This is an optimization exercise on Yosys and OpenROAD, whose aim is small area, not a production implementation. Only simulation tests tie the RTL to the original design; equivalence was not proved. Power is estimated from default activity; no workload was simulated.

--- design/flow/constraint.sdc ---
create_clock -name core_clock -period 10.0 [get_ports {sys_clk_in}]
set_input_delay 2.0000 -clock core_clock [delete_from_list [all_inputs] [get_ports {sys_clk_in}]]
set_output_delay 2.0000 -clock core_clock [all_outputs]
set_load 0.01 [all_outputs]
--- design/flow/design.v ---
module clk_divider (
    input sys_clk_in,
    input reset,
    output new_clk_out
);
parameter clk_freq = 28'd100_000000;  
parameter Hz = 28'd100_000000;  
localparam timeCount = clk_freq / Hz;  
parameter dutyCycle = timeCount / 2;  
reg [28:0] count;  
reg freq;  
always @(posedge sys_clk_in or negedge reset) 
begin
        if(!reset)  
            count <= 28'd1;  
        else if(count == timeCount && timeCount != dutyCycle)
            count <= 28'd1;
        else if(timeCount != dutyCycle)
            count <= count + 28'd1;  
        else if(timeCount == dutyCycle)
            count <= 28'd1;
end    
always @(posedge sys_clk_in or negedge reset)
begin
        if(!reset)  
            freq <= 1'b0;  
        else if(count > dutyCycle && timeCount != dutyCycle)  
            freq <= 1'b0;  
        else if(timeCount != dutyCycle)  
            freq <= 1'b1;  
        else if(timeCount == dutyCycle)  
            freq <= ~freq;   
end
assign new_clk_out = freq;  
endmodule
module bcd_decoder(
    input [3:0] bcd_in,
    output reg [6:0] seg_out
);
always @(*) begin
    case (bcd_in)
        4'b0000: seg_out = 7'b0000001;  
        4'b0001: seg_out = 7'b1001111;  
        4'b0010: seg_out = 7'b0010010;  
        4'b0011: seg_out = 7'b0000110;  
        4'b0100: seg_out = 7'b1001100;  
        4'b0101: seg_out = 7'b0100100;  
        4'b0110: seg_out = 7'b0100000;  
        4'b0111: seg_out = 7'b0001111;  
        4'b1000: seg_out = 7'b0000000;  
        4'b1001: seg_out = 7'b0000100;  
        4'b1010: seg_out = 7'b1111110;  
        default: seg_out = 7'b1111111;  
    endcase
end
endmodule
module bcd_display(
    input sys_clk_in,
    input reset,
    input [7:0] display0,
    input [7:0] display1,
    input [7:0] display2,
    input [7:0] display3,
    input [7:0] display4,
    input [7:0] display5,
    input [7:0] display6,
    input [7:0] display7,
    output reg [7:0] display_out,
    output reg [7:0] seg_control
);
parameter clk_freq = 28'd100_000000;  
parameter refresh_rate_Hz = 28'd1000;  
parameter single_display_refresh_rate = refresh_rate_Hz * 8;  
parameter maximum_count = 4'd8;  
wire clk_out;
reg [3:0] count;
reg clk_out_q;  
wire refresh_tick;
clk_divider #(
    .clk_freq(clk_freq),
    .Hz(single_display_refresh_rate)
)clk(
    .sys_clk_in(sys_clk_in),
    .reset(reset),
    .new_clk_out(clk_out)
);
always @(posedge sys_clk_in or negedge reset)
begin
    if (!reset)
        clk_out_q <= 1'b0;
    else
        clk_out_q <= clk_out;
end
assign refresh_tick = clk_out & ~clk_out_q;
always @(posedge sys_clk_in or negedge reset) 
begin
    if (!reset)  
        count <= 4'd0;  
    else if(!refresh_tick)
        count <= count;
    else if(count == maximum_count)
        count <= 4'd1;  
    else
        count <= count + 1'd1;  
end
always @(*)
begin
    case (count)
        4'd1: 
        begin 
            display_out = display0;  
            seg_control = 8'b0111_1111;  
        end
        4'd2: 
        begin
            display_out = display1;  
            seg_control = 8'b1011_1111;  
        end
        4'd3: 
        begin
            display_out = display2;  
            seg_control = 8'b1101_1111;  
        end
        4'd4: 
        begin
            display_out = display3;  
            seg_control = 8'b1110_1111;  
        end
        4'd5: 
        begin 
            display_out = display4;  
            seg_control = 8'b1111_0111;  
        end
        4'd6: 
        begin
            display_out = display5;  
            seg_control = 8'b1111_1011;  
        end
        4'd7: 
        begin
            display_out = display6;  
            seg_control = 8'b1111_1101;  
        end
        4'd8: 
        begin
            display_out = display7;  
            seg_control = 8'b1111_1110;  
        end
        default: 
        begin
            display_out = 8'b11111111;  
            seg_control = 8'b1111_1111;  
        end
    endcase
end
endmodule
module bcd_display_module(
    input sys_clk_in,
    input reset,
    input [31:0] binary_in,
    input [7:0] dp,
    output [7:0] display_out,
    output [7:0] seg_control
);
wire [3:0] bcd_in [7:0];
wire [6:0] seg_out [7:0];
wire [7:0] display [7:0];
assign {bcd_in[0], bcd_in[1], bcd_in[2], bcd_in[3], bcd_in[4], bcd_in[5], bcd_in[6], bcd_in[7]} = binary_in;
genvar bcd_count;
generate
    for(bcd_count = 0; bcd_count < 8; bcd_count = bcd_count + 1) 
    begin : bcd_decoder
        bcd_decoder bcd_dec(
            .bcd_in(bcd_in[bcd_count]),
            .seg_out(seg_out[bcd_count])
        );
    end
endgenerate
genvar display_count;
generate
    for(display_count = 0; display_count < 8; display_count = display_count + 1) 
    begin : segments_info_compose
        assign display[display_count] = {seg_out[display_count], dp[7 - display_count]};
    end
endgenerate
bcd_display bcd_display1(
    .sys_clk_in(sys_clk_in),
    .reset(reset),
    .display0(display[0]),
    .display1(display[1]),
    .display2(display[2]),
    .display3(display[3]),
    .display4(display[4]),
    .display5(display[5]),
    .display6(display[6]),
    .display7(display[7]),
    .display_out(display_out),
    .seg_control(seg_control)
);
endmodule
module circulate_shift_ver2(
    input sys_clk_in,  
    input reset,  
    input pause,  
    input direction,  
    input [4:0] shifting_bits,  
    input [binary_in_length - 1:0] binary_in,  
    output reg [binary_in_length - 1:0] binary_out,  
    output clk_out  
);
parameter clk_freq = 28'd100_000000;  
parameter shift_freqHz = 28'd1;  
parameter binary_in_length = 32;  
reg [6:0] shift_count;
reg clk_out_q;  
wire shift_tick;
clk_divider #(
    .clk_freq(clk_freq),
    .Hz(shift_freqHz)
) clk_div (
    .sys_clk_in(sys_clk_in),
    .reset(reset),
    .new_clk_out(clk_out)
);
always @(posedge sys_clk_in or negedge reset)
begin
    if (!reset)
        clk_out_q <= 1'b0;
    else
        clk_out_q <= clk_out;
end
assign shift_tick = clk_out & ~clk_out_q;
always @(posedge sys_clk_in or negedge reset)
begin
    if (!reset)
    begin
        shift_count <= 1'd0;
    end
    else if(shift_tick && !pause)
    begin
        if (direction == 1'b0) 
        begin  
            if (shift_count >= binary_in_length - 4'd4)
                shift_count <= 4'd0;
            else 
                shift_count <= shift_count + shifting_bits;
        end
        else if (direction == 1'b1) 
        begin  
             if (shift_count <= 4'd0)
                shift_count <= binary_in_length - 4'd4;
             else 
                shift_count <= shift_count - shifting_bits;
        end
    end
end
always @(*)
begin
    binary_out = (binary_in << shift_count) | (binary_in >> (binary_in_length - shift_count));
end
endmodule
module digital_clock(
    input sys_clk_in,
    input reset,
    input switch,
    input freq_switch1,
    input freq_switch2,
    input pause_switch,
    input direction_switch,
    output [83:0] binary_out,
    output [7:0] display_out,
    output [7:0] seg_control
);
parameter clk_freq = 28'd172_800;  
parameter shift_freqHz = 2'd2;
parameter binary_in_length = 84;
parameter timer_freqHz = 28'd1;  
reg [3:0] year [3:0];
reg [3:0] month [1:0];
reg [3:0] day [1:0];
reg [3:0] hour [1:0];
reg [3:0] minute [1:0];
reg [3:0] second [1:0];
reg [83:0] binary_in;
reg clock_clk;
reg clock_clk_q;  
wire clock_tick;
wire slow_clk_out;
wire mid_clk_out;
wire fast_clk_out;
wire super_clk_out;
wire clk_out;
circulate_shift_ver2 #(
    .clk_freq(clk_freq), 
    .shift_freqHz(shift_freqHz),
    .binary_in_length(binary_in_length) 
) circulate_shift1(
    .sys_clk_in(sys_clk_in),
    .reset(reset),
    .pause(pause_switch),
    .direction(direction_switch), 
    .shifting_bits(5'b0_0100),
    .binary_in(binary_in),
    .binary_out(binary_out),
    .clk_out(clk_out)
);
bcd_display_module bcd_display1(
    .sys_clk_in(sys_clk_in),
    .reset(reset),
    .binary_in(binary_out),
    .dp(8'b1111_1111),
    .display_out(display_out),
    .seg_control(seg_control)
);
clk_divider #(
    .clk_freq(clk_freq),
    .Hz(timer_freqHz)
) clk_div_slow (
    .sys_clk_in(sys_clk_in),
    .reset(reset),
    .new_clk_out(slow_clk_out)
);
clk_divider #(
    .clk_freq(clk_freq),
    .Hz(timer_freqHz*60)
) clk_div_mid (
    .sys_clk_in(sys_clk_in),
    .reset(reset),
    .new_clk_out(mid_clk_out)
);
clk_divider #(
    .clk_freq(clk_freq),
    .Hz(timer_freqHz*60*60)
) clk_div_fast (
    .sys_clk_in(sys_clk_in),
    .reset(reset),
    .new_clk_out(fast_clk_out)
);
clk_divider #(
    .clk_freq(clk_freq),
    .Hz(timer_freqHz*60*60*24)
) clk_div_super (
    .sys_clk_in(sys_clk_in),
    .reset(reset),
    .new_clk_out(super_clk_out)
);
always@(*)
begin
    case({freq_switch2, freq_switch1})
        2'b00: clock_clk = slow_clk_out;
        2'b01: clock_clk = mid_clk_out;
        2'b10: clock_clk = fast_clk_out;
        default: clock_clk = super_clk_out;
    endcase
end
always@(posedge sys_clk_in or negedge reset)
begin
    if(!reset)
        clock_clk_q <= 1'b0;
    else
        clock_clk_q <= clock_clk;
end
assign clock_tick = clock_clk & ~clock_clk_q;
always@(posedge sys_clk_in or negedge reset)
begin
    if(!reset)
    begin    
        year[3] <= 4'd2;
        year[2] <= 4'd0;
        year[1] <= 4'd2;
        year[0] <= 4'd5;
        month[1] <= 4'd0;
        month[0] <= 4'd5;
        day[1] <= 4'd0;
        day[0] <= 4'd1;
        hour[1] <= 4'd0;
        hour[0] <= 4'd0;
        minute[1] <= 4'd0;
        minute[0] <= 4'd0;
        second[1] <= 4'd0;
        second[0] <= 4'd0;
        binary_in <= 4'd0;
    end
    else if(clock_tick)
    begin
        if(second[0] < 4'd9)
            second[0] <= second[0] + 4'd1;
        else 
        begin
            second[0] <= 4'd0;
            if(second[1] < 4'd5)
                second[1] <= second[1] + 4'd1;
            else
            begin
                second[1] <= 4'd0;
                if(minute[0] < 4'd9)
                    minute[0] <= minute[0] + 4'd1;
                else
                begin
                    minute[0] <= 4'd0;
                    if(minute[1] < 4'd5)
                        minute[1] <= minute[1] + 4'd1;
                    else
                    begin
                        minute[1] <= 4'd0;
                        if(!((hour[1] == 4'd2 && hour[0] == 4'd3) || hour[0] >= 4'd9))
                            hour[0] <= hour[0] + 4'd1;
                        else
                        begin
                            hour[0] <= 4'd0;
                            if(!(hour[1] >= 4'd2))
                                hour[1] <= hour[1] + 4'd1;
                            else
                            begin 
                                hour[1] <= 4'd0;
                                if(!((day[1] == 4'd3 && day[0] == 4'd1) || day[0] >= 4'd9))
                                    day[0] <= day[0] + 4'd1;
                                else
                                begin
                                    day[0] <= 4'd1;
                                    if(!(day[1] >= 4'd3))
                                        day[1] <= day[1] + 4'd1;
                                    else
                                        day[1] <= 4'd0;
                                end
                            end
                        end
                    end
                end
            end
        end
        binary_in <= {year[3],year[2],year[1],year[0],4'd10,
                      month[1],month[0],4'd10,
                      day[1],day[0],4'd10,
                      hour[1],hour[0],4'd10,
                      minute[1],minute[0],4'd10,
                      second[1],second[0],4'd10,
                      4'd15};
    end
end
endmodule
--- design/flow/config.mk ---
export PLATFORM = sky130hd
export DESIGN_NAME = digital_clock
export DESIGN_NICKNAME = digital_clock
export VERILOG_FILES = /design/flow/design.v
export SDC_FILE = /design/flow/constraint.sdc
export NUM_CORES = 4
export LEC_CHECK = 0
export CAP_MARGIN = 20
export CORE_MARGIN = 2
export CORE_UTILIZATION = 40
export SLEW_MARGIN = 20
--- design/flow/run.sh ---
#!/bin/bash
# synth_recipe.tcl (not shown) runs the flow's synth.tcl, then flattens the netlist and writes it again
# the make line also repeats each setting of config.mk as NAME=value (left out here)
make -C /OpenROAD-flow-scripts/flow DESIGN_CONFIG=/design/flow/config.mk WORK_HOME=/design/flow/orfs CLKGATE_MAP_FILE= SYNTH_SCRIPT=/design/flow/synth_recipe.tcl finish
==> qor.csv <==
stage,metric,value,unit
critical_path,CP endpoint kind,output port,
power,Comb power frac,0.262,
die,Die H,224,um
outcome,outcome,"complete, no violations",
power,P_int,1.99,mW
synthesis,Post-Syn Area per Cell,8.34,sq um
placed_design,post-placement cell area,20900,sq um
critical_path,"Data required, critical path",8000,ps
critical_path,Crit-path slowest cell,a211oi_2,
timing,Fmax,118,MHz
cts,Resized cells post-CTS,0,
cts,"Hold-fix buffers, CTS",0,
synthesis,synthesized flop and latch total,257,
layout,"Design Area, Final",21900,sq um
die,chip width,224,um
layout,P&R area growth vs syn,13.1,%
timing,max_slew headroom,0.254,
hold_path,worst hold path type,reg -> reg,
placed_design,HPWL Detailed,53.9,mm
synthesis,"Net Count, Synth",2414,
layout,# fillers,4743,
synthesis,dominant register cell in the synthesized netlist,dfrtp_1,
synthesis,Post-synth EDFFs,0,
layout,most frequent cells in the layout,"302 x nand2_1, 246 x dfrtp_1, 184 x nor2_1, 156 x o21ai_0, 129 x a21oi_1",
critical_path,critical path arrival,6460,ps
die,Ports,107,
timing,Max Clock Skew,13.0,ps
power,peak supply drop,0.145,mV
critical_path,nature of the critical path startpoint,flop,
timing,Final TNS setup,0,ps
placed_design,placed cells,2962,
synthesis,top cell type's share of synthesized area,0.323,
placed_design,PortBufs,104,
grt,overall routing resource usage,0.282,
routing,WL final,71.3,mm
die,die area,50200,sq um
power,net switching power,0.947,mW
synthesis,"area leader, netlist",dfrtp_1,
routing,via count,18400,
die,initial core utilization,0.406,
timing,Worst Max-Slew Pin Slew,1110,ps
critical_path,r2r setup slk,6830,ps
synthesis,number of different library cells in the post-synthesis netlist,99,
synthesis,fraction of registers with async set/reset,1.00,
critical_path,Max Fanout on Critical Path,24,
grt,first-pass GRT wire length,109,mm
timing,RSZ-0062 raised after global routing,no,
timing,Slew Limit Fails,0,
hold_path,Hold Path Stages,0,
cts,clock buffer count from CTS,27,
placed_design,Final GP Congestion,1.06,
critical_path,Worst path max stage delay,900,ps
synthesis,ranking of synthesized cells by area,"dfrtp_1 32%, nand2_1 5.9%, xnor2_1 5.7%, ha_1 5.6%, o21ai_0 4.0%",
die,Core Rows,80,
power,Pwr Density,134,nW/um^2
routing,DRC,0,
cts,Post-CTS Setup Bufs,0,
cts,CTS tree,built,
timing,Final Hold Fails,0,
synthesis,cells after synthesis,2321,
layout,share of cells above drive strength 1,0.0793,
power,switching share of power,0.322,
die,Core ar.,47700,sq um
synthesis,synthesis warning total,18,
critical_path,worst r2r dst,day[1][2],
cts,"Reg clk slew, reported paths",60,ps
layout,Final Non-Filler Cells,3013,
timing,Final Cycle Share,0.846,
cts,Sink Count,257,
layout,"commonest non-fill, non-tap cell in the layout",nand2_1,
cts,clk root buf,clkbuf_16,
synthesis,"Seq/Total Area, Yosys",0.332,
layout,layout net count,2470,
layout,"Core Util, Final",0.459,
routing,DRT Pass-1 Iters,6,
critical_path,WS Path Type,reg -> out,
grt,vias in the first global route,17800,
routing,DR vias/cell,6.10,
hold_path,min-delay src,bcd_display1.bcd_display1.clk.freq,
power,Seq pwr share,0.380,
critical_path,R2R cell count,9,
grt,initial antenna violation count,2,
routing,ANT nets after route,0,
timing,"Setup violations, final",0,
synthesis,Syn Std Cell Area,19400,sq um
grt,largest net degree at the start of global routing,113,
cts,Max Root-Sink Buffers,3,
placed_design,Setup WS pre-CTS,2340,ps
cts,Worst-Skew Late Latency,530,ps
grt,GRT Residual Overflow,0,
critical_path,crit path cell chain,inv_2 -> ha_1 -> nor3_2 -> a211oi_2 -> a21oi_1 -> o21ai_0 -> nor2_1 -> o21ai_0 -> inv_1 -> ha_1 -> a211oi_1 -> o221ai_1 -> or4_1 -> clkdlybuf4s50_1,
flow_run,MaxCap Viol Count,0,
routing,drt initial violations,2080,
power,Leak Pwr,9.61,nW
hold_path,"Endpoint, Worst Hold",bcd_display1.bcd_display1.clk_out_q,
timing,setup ws final,1540,ps
cts,H-tree level count,1,
power,Clk pwr share,0.357,
critical_path,reg2reg start,clk_div_fast.freq,
routing,wire length per cell,23.6,um
timing,Final min period,8460,ps
synthesized netlist by cell type, drive strengths merged, types with 9 or more instances:
master  count
nor2b      19
nor4       35
or2        12
nor2      187
nor3       48
clkbuf     55
and3       37
o22a       10
o22ai      30
a211oi     31
ha         86
and4        9
a31oi      18
a21oi     130
nand4      41
buf        68
o21ai     163
nand3     115
a22oi      20
or3        11
mux2i      59
nand2b     26
a21o       18
inv        97
o211ai     13
and2       29
xor2       52
mux2       28
dfrtp     250
xnor2     125
o221ai     16
o21a       11
nand2     305
o31ai      10
mux4       10
a221oi     13
cells by family after synthesis:
family | count (synthesis) | share of synthesized area
simple gates | 912 | 0.228
other cells | 1 | 0.000194
buf+inv | 220 | 0.0508
xor+xnor | 177 | 0.0800
compound gates | 571 | 0.194
mux | 97 | 0.0590
fa+ha+maj | 86 | 0.0556
flops | 257 | 0.332
critical path: cells and delay by family, from the launching register on:
kind | cells | cell delay (ps)
AO/OA/AOI/OAI | 6 | 2370
adder cells (fa/ha/maj) | 2 | 880
buffers and inverters | 3 | 1070
flip-flops | 1 | 600
AND/OR/NAND/NOR | 3 | 970
power groups by stage:
stage                     clock [mW]  sequential (mW)  combinational (mW)
after floorplan                    0             1.11               0.442
after global placement             0             1.13               0.747
after detailed placement           0             1.13               0.749
after CTS                       1.09             1.12               0.753
after global routing            1.12             1.12               0.824
final                           1.05             1.12               0.772
sequential cells by signal, summed over array words and instances (netlist names), 4 cells and up:
name / count
bcd_display1.bcd_display1.clk.count: 29
bcd_display1.bcd_display1.count: 4
binary_in: 33
circulate_shift1.clk_div.count: 29
circulate_shift1.shift_count: 5
clk_div_fast.count: 29
clk_div_mid.count: 29
clk_div_slow.count: 29
clk_div_super.count: 29
day: 8
hour: 8
minute: 8
second: 8
worst max path at each step:
stage	startpoint	end	slack, ps	depth (start not counted)
floorplan	circulate_shift1.shift_count[3]	display_out[7]	3160	21
global placement	circulate_shift1.shift_count[3]	display_out[7]	2360	12
detailed placement	circulate_shift1.shift_count[3]	display_out[7]	2340	14
CTS	circulate_shift1.shift_count[3]	display_out[7]	1770	14
global route	circulate_shift1.shift_count[3]	display_out[7]	1350	14
finish	circulate_shift1.shift_count[3]	display_out[7]	1540	14
metal layers:
layer	share of wire	wire length, um	global-route usage
met1	0.42	30200	0.379
met2	0.44	31300	0.441
met3	0.077	5480	0.0393
met4	0.059	4230	0.147
met5	0	0	0
through the flow:
stage | hold WS [ps] | total power [mW]
floorplan | 347 | 1.55
global placement | 356 | 1.88
detailed placement | 365 | 1.88
CTS | 380 | 2.95
global route | 389 | 3.07
finish | 374 | 2.94
area by class of cell:
cell class                      instances  area [sq um]  area share
Multi-Input combinational cell       1844         12000       0.546
Sequential cell                       257          6450       0.294
Timing Repair Buffer                  150          1400      0.0641
Clock buffer                           42           832      0.0380
Tap cell                              615           769      0.0351
Inverter                               97           364      0.0166
Clock inverter                          6           115     0.00526
Antenna cell                            2          5.00    0.000228

==> separate check: timing with driven ports <==
The results above use ideal ports. As a check the final layout listed here was re-extracted and re-timed, cells and wires unchanged.
Step 1 (the two cells are an assumption about what drives the block):
set clk [get_ports {sys_clk_in}]
set_driving_cell -lib_cell sky130_fd_sc_hd__clkbuf_16 $clk
set_driving_cell -lib_cell sky130_fd_sc_hd__buf_2 [delete_from_list [all_inputs] $clk]
Step 2 adds t to the input delays and takes it off the output delays; t is the mean of the earliest and latest rising clock arrival at the registers after step 1. Input paths then give back, and output paths get back, about the clock's delay inside the block.
Three values: no drivers, after step 1, after step 2; two values: the first two.
t (ns): 0.579
setup slack, ns: 1.537 / 1.487 / 2.066
latest minus earliest clock arrival (ns): 0.017 / 0.018
After both steps setup and hold are still met in this run. For this run, drivers alone change the setup slack by -0.050 ns; drivers and shift together by +0.529 ns.
